From an optimization exercise on the open Yosys and OpenROAD flow, aimed at small area and a short achievable clock period; shortcuts taken in it are not production practice. RTL that was checked went through simulation tests only; none was proved equivalent to the original. No driver is modelled on the clock port, so clock power and skew are understated where the tree is cut down; a real chip needs a root buffer or a tree. Power and IR drop assume default switching activity.

==> trial 68: inputs <==
Design cpu, start of the top module:
module cpu(out, in, clk, reset);
input  [7:0] in;
input        clk, reset;
output [7:0] out;
reg [7:0]   out;
reg [7:0]   reg_a, reg_b, reg_c, mem_d;
reg [7:0]   alu_p, alu_g;               
reg         alu_c;                      
reg [127:0] mem;                        
reg [3:0]   a_lo, a_hi;                 
reg         c_alu;                      
reg         a_in, b_in, o_in;           
reg         o_c;                        
reg         ld_a, ld_c;                 
reg         a_c, b_c;                   
reg         o_z;                        
reg         mem_wr;                     
reg         st2, st3;                   
wire busy = a_in | b_in | o_in | ld_a | ld_c;    
wire [3:0] ih = in[7:4];
wire [15:0] dec = 16'd1 << ih;
wire [10:0] x_nd = ~{dec[0] | dec[1] | dec[2] | dec[3] | dec[4] | dec[5],
                     dec[6], dec[7], dec[8], dec[9] | dec[11], dec[10],
                     dec[12], dec[13], dec[14], dec[15],
                     dec[8] | dec[9] | dec[15]};
wire [10:0] x_nx;
wire [1:0]  st_nx;
wire [3:0]  lo_nd = {~(in[1:0] == 2'd3), ~(in[1:0] == 2'd2), ~(in[1:0] == 2'd1), (in[1:0] == 2'd0)};
wire [3:0]  hi_nd = {~(in[3:2] == 2'd3), ~(in[3:2] == 2'd2), ~(in[3:2] == 2'd1), (in[3:2] == 2'd0)};
wire [3:0]  lo_nx, hi_nx;
genvar gi;
generate
  ...
export LEC_CHECK = 0
export CAP_MARGIN = 20
export CORE_MARGIN = 2
export CORE_UTILIZATION = 40
export SETUP_SLACK_MARGIN = 2.55
export SLEW_MARGIN = 20
export SYNTH_HIERARCHICAL = 1
create_clock -name core_clock -period 4.0 [get_ports {clk}]
standard.sh (not shown) runs the stock make flow with config.mk's settings and CLKGATE_MAP_FILE= SYNTH_SCRIPT=/design/flow/synth_recipe.tcl, a recipe that flattens the netlist after the stock synthesis.
==> flow/flow/run.sh <==
#!/bin/bash
# Own layout flow: the standard flow (standard.sh) with two changes:
#  - the port buffers are sky130_fd_sc_hd__buf_4 (buffer_ports' default pick
#    is a delay cell);
#  - the clock tree step is flow/cts.tcl: the clock port drives 4 inv_12,
#    which drive 8 inv_16 placed at the centres of k-means clusters of the
#    registers, instead of TritonCTS's H-tree, followed by the timing repair
#    and a greedy downsizing pass that keeps the worst slack.
# Each step's output goes to a log file of its own in the work folder.
set -euo pipefail
R=$(pwd)/orfs/results/$FLOW_PLATFORM/cpu/base
PB="BUFFER_PORTS_ARGS=-buffer_cell sky130_fd_sc_hd__buf_4"
bash standard.sh "$PB" place > log_1_place.txt 2>&1
RESULTS=$R CTS_NTOP=4 CTS_NLEAF=8 CTS_TOPBUF=sky130_fd_sc_hd__inv_12 \
  CTS_LEAFBUF=sky130_fd_sc_hd__inv_16 SETUP_MARGIN=2.55 \
  openroad -no_init -exit flow/cts.tcl > log_2_cts.txt 2>&1
cp "$R/4_1_cts.odb" "$R/4_cts.odb"
touch "$R/4_cts.sdc"
bash standard.sh "$PB" finish > log_3_finish.txt 2>&1
==> flow/flow/cts.tcl <==
# Clock tree step of the own flow, in place of ORFS's cts.tcl: the same
# steps, but a shallow two-level clock tree (see mytree.tcl) instead of
# TritonCTS's H-tree, and a greedy downsizing pass (see downsize.tcl) after
# the timing repair.
set P $::env(FLOW_HOME)/platforms/sky130hd
set R $::env(RESULTS)
read_liberty $P/lib/sky130_fd_sc_hd__tt_025C_1v80.lib
read_db $R/3_place.odb
read_sdc $R/3_place.sdc
source $P/setRC.tcl
set_dont_use {sky130_fd_sc_hd__probe_p_8 sky130_fd_sc_hd__probec_p_8 sky130_fd_sc_hd__lpflow_*}

source [file dirname [info script]]/mytree.tcl
build_clock_tree $::env(CTS_NTOP) $::env(CTS_NLEAF) $::env(CTS_TOPBUF) $::env(CTS_LEAFBUF)

set_placement_padding -global -left 0 -right 0
detailed_placement
set_propagated_clock [all_clocks]
estimate_parasitics -placement
report_clock_latency -clock core_clock

repair_timing -setup_margin $::env(SETUP_MARGIN) -verbose
detailed_placement
estimate_parasitics -placement

# area recovery: smaller drive strengths wherever the worst slack allows
source [file dirname [info script]]/downsize.tcl
set ws0 [sta::worst_slack_cmd max]
downsize_cells [expr {$ws0 - 0.002e-9}] 0.1e-9
detailed_placement
check_placement -verbose
estimate_parasitics -placement
report_checks -path_delay max -format end -group_path_count 10
report_worst_slack -max
report_worst_slack -min

write_db $R/4_1_cts.odb
write_sdc -no_timestamp $R/4_cts.sdc
==> flow/flow/mytree.tcl <==
# Build a one-level clock tree: the clock port drives NBUF clock buffers, each
# placed at the centre of a k-means cluster of the clock sinks it drives.
proc kmeans { xs ys nbuf {slack 1.15} } {
  set n [llength $xs]
  # k-means, seeded by spreading over the sink list sorted by angle around the centre
  set cx 0.0; set cy 0.0
  foreach x $xs y $ys { set cx [expr {$cx + $x}]; set cy [expr {$cy + $y}] }
  set cx [expr {$cx / $n}]; set cy [expr {$cy / $n}]
  set ang {}
  for {set i 0} {$i < $n} {incr i} {
    lappend ang [list $i [expr {atan2([lindex $ys $i] - $cy, [lindex $xs $i] - $cx)}]]
  }
  set ang [lsort -real -index 1 $ang]
  set kx {}; set ky {}
  for {set k 0} {$k < $nbuf} {incr k} {
    set i [lindex [lindex $ang [expr {int(($k + 0.5) * $n / $nbuf)}]] 0]
    lappend kx [expr {($cx + [lindex $xs $i]) / 2.0}]
    lappend ky [expr {($cy + [lindex $ys $i]) / 2.0}]
  }
  set cap [expr {int(ceil($slack * $n / $nbuf))}]
  for {set iter 0} {$iter < 30} {incr iter} {
    # balanced assignment: sinks in order of their best distance, capped cluster size
    set cand {}
    for {set i 0} {$i < $n} {incr i} {
      for {set k 0} {$k < $nbuf} {incr k} {
        set d [expr {abs([lindex $xs $i] - [lindex $kx $k]) + abs([lindex $ys $i] - [lindex $ky $k])}]
        lappend cand [list $i $k $d]
      }
    }
    set cand [lsort -real -index 2 $cand]
    set asg [lrepeat $n -1]
    set cnt [lrepeat $nbuf 0]
    foreach c $cand {
      lassign $c i k d
      if {[lindex $asg $i] >= 0} continue
      if {[lindex $cnt $k] >= $cap} continue
      lset asg $i $k
      lset cnt $k [expr {[lindex $cnt $k] + 1}]
    }
    set sx [lrepeat $nbuf 0.0]; set sy [lrepeat $nbuf 0.0]
    for {set i 0} {$i < $n} {incr i} {
      set k [lindex $asg $i]
      lset sx $k [expr {[lindex $sx $k] + [lindex $xs $i]}]
      lset sy $k [expr {[lindex $sy $k] + [lindex $ys $i]}]
    }
    for {set k 0} {$k < $nbuf} {incr k} {
      if {[lindex $cnt $k] > 0} {
        lset kx $k [expr {[lindex $sx $k] / [lindex $cnt $k]}]
        lset ky $k [expr {[lindex $sy $k] / [lindex $cnt $k]}]
      }
    }
  }
  puts "kmeans: $n points, cluster sizes $cnt"
  return [list $asg $kx $ky]
}

# Insert a buffer per cluster of the loads (iterms) of net src.
proc split_net { src loads nbuf bufname prefix {slack 1.15} } {
  set block [ord::get_db_block]
  set master [[ord::get_db] findMaster $bufname]
  set xs {}; set ys {}
  foreach it $loads {
    set bb [[$it getInst] getBBox]
    lappend xs [expr {([$bb xMin] + [$bb xMax]) / 2.0}]
    lappend ys [expr {([$bb yMin] + [$bb yMax]) / 2.0}]
  }
  lassign [kmeans $xs $ys $nbuf $slack] asg kx ky
  set nets {}; set bufs {}
  for {set k 0} {$k < $nbuf} {incr k} {
    set buf [odb::dbInst_create $block $master "${prefix}_$k"]
    set w [$master getWidth]
    set h [$master getHeight]
    $buf setLocation [expr {int([lindex $kx $k] - $w / 2)}] [expr {int([lindex $ky $k] - $h / 2)}]
    $buf setPlacementStatus PLACED
    set net [odb::dbNet_create $block "${prefix}_net_$k"]
    $net setSigType CLOCK
    set o [$buf findITerm X]
    if {$o eq "NULL"} { set o [$buf findITerm Y] }
    $o connect $net
    lappend nets $net
    lappend bufs $buf
  }
  set i 0
  foreach it $loads {
    $it disconnect
    $it connect [lindex $nets [lindex $asg $i]]
    incr i
  }
  foreach buf $bufs { [$buf findITerm A] connect $src }
  return $bufs
}

# Clock tree: the clock port drives ntop buffers, which drive nleaf leaf
# buffers in all, which drive the clock sinks (nleaf 0: tops drive the sinks).
proc build_clock_tree { ntop nleaf topbuf leafbuf } {
  set block [ord::get_db_block]
  set clknet [$block findNet clk]
  set sinks [$clknet getITerms]
  if {$nleaf == 0} {
    split_net $clknet $sinks $ntop $topbuf clkbuf_top
    return
  }
  set leaves [split_net $clknet $sinks $nleaf $leafbuf clkbuf_leaf 1.05]
  set ins {}
  foreach b $leaves { lappend ins [$b findITerm A] }
  foreach it $ins { $it disconnect }
  set tmp [odb::dbNet_create $block "clk_tmp"]
  foreach it $ins { $it connect $tmp }
  set tops [split_net $clknet $ins $ntop $topbuf clkbuf_top 1.0]
  odb::dbNet_destroy $tmp
}
Other scripts of this flow, unchanged in this note and not shown: flow/flow/downsize.tcl
==> build 67: changes against trial 68 <==
==> flow/design.v (replaced) <==
module cpu(out, in, clk, reset);
input  [7:0] in;
input        clk, reset;
output [7:0] out;
reg [7:0]   out;
reg [7:0]   reg_a, reg_b, reg_c, mem_d;
reg [7:0]   alu_p, alu_g;               
reg         alu_c;                      
reg [127:0] mem;                        
reg [3:0]   a_lo, a_hi;                 
reg         c_alu;                      
reg         a_in, b_in, o_in;           
reg         o_c;                        
reg         ld_a, ld_c;                 
reg         a_c, b_c;                   
reg         o_z;                        
reg         mem_wr;                     
reg         st2, st3;                   
wire nx_s0 = ~reset & ~(a_in | b_in | o_in | ld_a | ld_c);
wire [15:0] nop = {15'd0, nx_s0} << in[7:4];
always @(posedge clk) begin
	c_alu  <= nop[0] | nop[1] | nop[2] | nop[3] | nop[4] | nop[5];
	a_in   <= nop[6];
	b_in   <= nop[7];
	o_in   <= nop[8];
	o_c    <= nop[9] | nop[11];
	ld_a   <= nop[10];
	ld_c   <= nop[12];
	a_c    <= nop[13];
	b_c    <= nop[14];
	o_z    <= nop[15];
	mem_wr <= nop[8] | nop[9] | nop[15];
	st2    <= ~reset & ld_a;
	st3    <= ~reset & ld_c;
	a_lo   <= nx_s0 ? (4'b0001 << in[1:0]) : 4'b0001;
	a_hi   <= nx_s0 ? (4'b0001 << in[3:2]) : 4'b0001;
end
wire [2:0] f = in[6:4];
wire inv_a = f[2] & f[0];
wire use_b = ~f[1] & ~(f[2] & f[0]);
wire inv_b = f[0] & ~f[2];
wire [7:0] a_sel = a_c ? reg_c : reg_a;
wire [7:0] b_sel = b_c ? reg_c : reg_b;
wire [7:0] alu_x = a_sel ^ {8{inv_a}};
wire [7:0] alu_y = (b_sel & {8{use_b}}) ^ {8{inv_b}};
always @(posedge clk) begin
	alu_p <= alu_x ^ alu_y;
	alu_g <= alu_x & alu_y;
	alu_c <= f[2] | (f[1] ^ f[0]);
end
wire [7:0] g1n, p1n, g2, p2, g3n;
wire [7:0] alu_out;
assign g1n[0] = 1'b0;                   
alu_aoi21 l1g1 (.y(g1n[1]), .a1(alu_p[0]), .a2(alu_c), .b1(alu_g[0]));
genvar gk;
generate
	for (gk = 2; gk < 8; gk = gk + 1) begin : l1
		alu_aoi21 g (.y(g1n[gk]), .a1(alu_p[gk-1]), .a2(alu_g[gk-2]), .b1(alu_g[gk-1]));
		alu_nand2 p (.y(p1n[gk]), .a(alu_p[gk-1]), .b(alu_p[gk-2]));
	end
endgenerate
assign p1n[1:0] = 2'b11;                
wire alu_c_n;
alu_inv   l1c  (.y(alu_c_n), .a(alu_c));
alu_inv   l2g1 (.y(g2[1]), .a(g1n[1]));
alu_oai21 l2g2 (.y(g2[2]), .a1(p1n[2]), .a2(alu_c_n), .b1(g1n[2]));
alu_oai21 l2g3 (.y(g2[3]), .a1(p1n[3]), .a2(g1n[1]), .b1(g1n[3]));
generate
	for (gk = 4; gk < 8; gk = gk + 1) begin : l2
		alu_oai21 g (.y(g2[gk]), .a1(p1n[gk]), .a2(g1n[gk-2]), .b1(g1n[gk]));
		alu_nor2  p (.y(p2[gk]), .a(p1n[gk]), .b(p1n[gk-2]));
	end
endgenerate
assign g2[0] = alu_c;
assign p2[3:0] = 4'd0;                  
generate
	for (gk = 4; gk < 8; gk = gk + 1) begin : l3
		alu_aoi21 g (.y(g3n[gk]), .a1(p2[gk]), .a2(g2[gk-4]), .b1(g2[gk]));
	end
endgenerate
assign g3n[3:0] = 4'd0;                 
alu_xor2  s0 (.y(alu_out[0]), .a(alu_p[0]), .b(alu_c));
alu_xnor2 s1 (.y(alu_out[1]), .a(alu_p[1]), .b(g1n[1]));
alu_xor2  s2 (.y(alu_out[2]), .a(alu_p[2]), .b(g2[2]));
alu_xor2  s3 (.y(alu_out[3]), .a(alu_p[3]), .b(g2[3]));
generate
	for (gk = 4; gk < 8; gk = gk + 1) begin : sh
		alu_xnor2 s (.y(alu_out[gk]), .a(alu_p[gk]), .b(g3n[gk]));
	end
endgenerate
wire [7:0] mem_wd = (in & {8{o_in}}) | (reg_c & {8{o_c}});
reg [15:0] wsel, rsel;
integer i;
always @(*) begin
	for (i = 0; i < 16; i = i + 1) begin
		rsel[i] = a_hi[i / 4] & a_lo[i % 4];
		wsel[i] = mem_wr & rsel[i];
	end
end
wire [7:0] rd;
genvar gb, gp;
generate
	for (gb = 0; gb < 8; gb = gb + 1) begin : rdb
		wire [7:0] u;
		wire [1:0] v;
		for (gp = 0; gp < 8; gp = gp + 1) begin : rdp
			rd_aoi22 t (.y(u[gp]), .a1(rsel[2*gp]), .a2(mem[16*gp + gb]),
			            .b1(rsel[2*gp+1]), .b2(mem[16*gp + 8 + gb]));
		end
		rd_nand4 n0 (.y(v[0]), .a(u[0]), .b(u[1]), .c(u[2]), .d(u[3]));
		rd_nand4 n1 (.y(v[1]), .a(u[4]), .b(u[5]), .c(u[6]), .d(u[7]));
		rd_or2   o  (.y(rd[gb]), .a(v[0]), .b(v[1]));
	end
endgenerate
always @(posedge clk) begin
	for (i = 0; i < 16; i = i + 1)
		if (wsel[i])
			mem[8*i +: 8] <= mem_wd;
	if (!mem_wr)
		mem_d <= rd;
end
wire o_d = ld_a | ld_c | st3;
wire a_h = ~(a_in | a_c);
wire b_h = ~(b_in | b_c);
wire c_h = ~(c_alu | st2);
wire o_h = ~(o_in | o_c | o_d | o_z);
always @(posedge clk) begin
	if (reset) begin
		reg_a <= 8'd0;
		reg_b <= 8'd0;
		reg_c <= 8'd0;
		out   <= 8'd0;
	end else begin
		reg_a <= (in & {8{a_in}}) | (reg_c & {8{a_c}}) | (reg_a & {8{a_h}});
		reg_b <= (in & {8{b_in}}) | (reg_c & {8{b_c}}) | (reg_b & {8{b_h}});
		reg_c <= (alu_out & {8{c_alu}}) | (mem_d & {8{st2}}) | (reg_c & {8{c_h}});
		out   <= (in & {8{o_in}}) | (reg_c & {8{o_c}}) | (mem_d & {8{o_d}}) | (out & {8{o_h}});
	end
end
endmodule
module rd_aoi22(y, a1, a2, b1, b2);
input  a1, a2, b1, b2;
output y;
assign y = ~((a1 & a2) | (b1 & b2));
endmodule
module rd_nand4(y, a, b, c, d);
input  a, b, c, d;
output y;
assign y = ~(a & b & c & d);
endmodule
module rd_or2(y, a, b);
input  a, b;
output y;
assign y = a | b;
endmodule
module alu_aoi21(y, a1, a2, b1);
input  a1, a2, b1;
output y;
assign y = ~((a1 & a2) | b1);
endmodule
module alu_oai21(y, a1, a2, b1);
input  a1, a2, b1;
output y;
assign y = ~((a1 | a2) & b1);
endmodule
module alu_nand2(y, a, b);
input  a, b;
output y;
assign y = ~(a & b);
endmodule
module alu_nor2(y, a, b);
input  a, b;
output y;
assign y = ~(a | b);
endmodule
module alu_inv(y, a);
input  a;
output y;
assign y = ~a;
endmodule
module alu_xor2(y, a, b);
input  a, b;
output y;
assign y = a ^ b;
endmodule
module alu_xnor2(y, a, b);
input  a, b;
output y;
assign y = ~(a ^ b);
endmodule
==> flow/flow/run.sh (replaced) <==
#!/bin/bash
# Own layout flow: the standard flow (standard.sh) with two changes:
#  - the port buffers are sky130_fd_sc_hd__buf_4 (buffer_ports' default pick
#    is a delay cell);
#  - the clock tree step is flow/cts.tcl: the clock port drives 4 clkbuf_8,
#    which drive 8 clkbuf_16 placed at the centres of k-means clusters of the
#    registers, instead of TritonCTS's H-tree, followed by the timing repair
#    and a greedy downsizing pass that keeps the worst slack.
# Each step's output goes to a log file of its own in the work folder.
set -euo pipefail
R=$(pwd)/orfs/results/$FLOW_PLATFORM/cpu/base
PB="BUFFER_PORTS_ARGS=-buffer_cell sky130_fd_sc_hd__buf_4"
bash standard.sh "$PB" place > log_1_place.txt 2>&1
RESULTS=$R CTS_NTOP=4 CTS_NLEAF=8 CTS_TOPBUF=sky130_fd_sc_hd__clkbuf_8 \
  CTS_LEAFBUF=sky130_fd_sc_hd__clkbuf_16 SETUP_MARGIN=2.3 \
  openroad -no_init -exit flow/cts.tcl > log_2_cts.txt 2>&1
cp "$R/4_1_cts.odb" "$R/4_cts.odb"
touch "$R/4_cts.sdc"
bash standard.sh "$PB" finish > log_3_finish.txt 2>&1
--- a/flow/flow/mytree.tcl
+++ b/flow/flow/mytree.tcl
@@ -70,17 +70,15 @@
     set buf [odb::dbInst_create $block $master "${prefix}_$k"]
     set w [$master getWidth]
     set h [$master getHeight]
     $buf setLocation [expr {int([lindex $kx $k] - $w / 2)}] [expr {int([lindex $ky $k] - $h / 2)}]
     $buf setPlacementStatus PLACED
     set net [odb::dbNet_create $block "${prefix}_net_$k"]
     $net setSigType CLOCK
-    set o [$buf findITerm X]
-    if {$o eq "NULL"} { set o [$buf findITerm Y] }
-    $o connect $net
+    [$buf findITerm X] connect $net
     lappend nets $net
     lappend bufs $buf
   }
   set i 0
   foreach it $loads {
     $it disconnect
     $it connect [lindex $nets [lindex $asg $i]]
==> flow/config.mk (replaced) <==
export PLATFORM = sky130hd
export DESIGN_NAME = cpu
export DESIGN_NICKNAME = cpu
export VERILOG_FILES = /design/flow/design.v
export SDC_FILE = /design/flow/constraint.sdc
export NUM_CORES = 4
export LEC_CHECK = 0
export CAP_MARGIN = 20
export CORE_MARGIN = 2
export CORE_UTILIZATION = 40
export SETUP_SLACK_MARGIN = 2.3
export SLEW_MARGIN = 20
export SYNTH_HIERARCHICAL = 1
==> comparison table <==
Largest fanout on the critical path: trial 68 7; build 67 2
Met1 GRT Util: trial 68 0.284; build 67 0.245
Pre-antenna DRT Iters: trial 68 6; build 67 5
Switching power: trial 68 1.02 mW; build 67 762 uW
Setup crit end kind: trial 68 flip-flop; build 67 output pin
Clock insertion delay at the later pin of the skew report: trial 68 0.14 ns; build 67 0.30 ns
VDD IR max: trial 68 0.173 mV; build 67 0.219 mV
CP required: trial 68 3.89 ns; build 67 3.20 ns
Timing endpoint of the critical path: trial 68 mem_d[1]; build 67 out[1]
Slew of the pin with the lowest slew margin: trial 68 0.543 ns; build 67 0.678 ns
PnR worst setup slack: trial 68 2.36 ns; build 67 2.33 ns
Crit path arrival time: trial 68 1.52 ns; build 67 0.87 ns
Die width: trial 68 150 um; build 67 148 um
Wire length of the first global-routing pass: trial 68 33.1 mm; build 67 28.4 mm
Synthesized area per cell: trial 68 14.2 um^2; build 67 14.4 um^2
Period minus WS final: trial 68 1.64 ns; build 67 1.67 ns
Status: trial 68 complete, no violations; build 67 complete, no violations
Detailed Route Iter0 Violations: trial 68 519; build 67 454
P_clk: trial 68 984 uW; build 67 1.03 mW
Fraction of layout cells with a size suffix above 1: trial 68 0.316; build 67 0.0876
Stages on the worst setup path: trial 68 4; build 67 1
For trial 68, only the layout was checked, not whether the RTL still works. No run of this note takes its clock network from TritonCTS; it comes from the design's own scripts or RTL.

## re-timing with driven ports
No port has a modelled driver above. Below, the same layouts with a new extraction and two added sets of constraints. Step 1 sets driving cells, clkbuf_16 on the clock port and buf_2 on the other inputs (assumed; they add their load-dependent delay and slew). Step 2 moves the port delays by t, midway between the first and last clock arrival at a register: inputs arrive t later, outputs are due t later. That takes back most of the time a late clock gives input paths. Three values: ideal, step 1, step 2; two values: the first two.
| run | t (ns) | setup slack, ns | hold slack, ns | clock arrival spread, ns | pins driven straight from the clock port |
|---|---|---|---|---|---|
| trial 68 | 0.289 | 2.365 / 2.368 / 2.271 | 0.499 / 0.499 / 0.499 | 0.024 / 0.025 | 4 |
| build 67 | 0.369 | 2.331 / 2.257 / 2.104 | 0.470 / 0.470 / 0.470 | 0.022 / 0.022 | 4 |
After both steps every run listed still meets setup and hold. For build 67, which loses most, drivers alone change the setup slack by -0.074 ns; drivers and shift together by -0.227 ns.
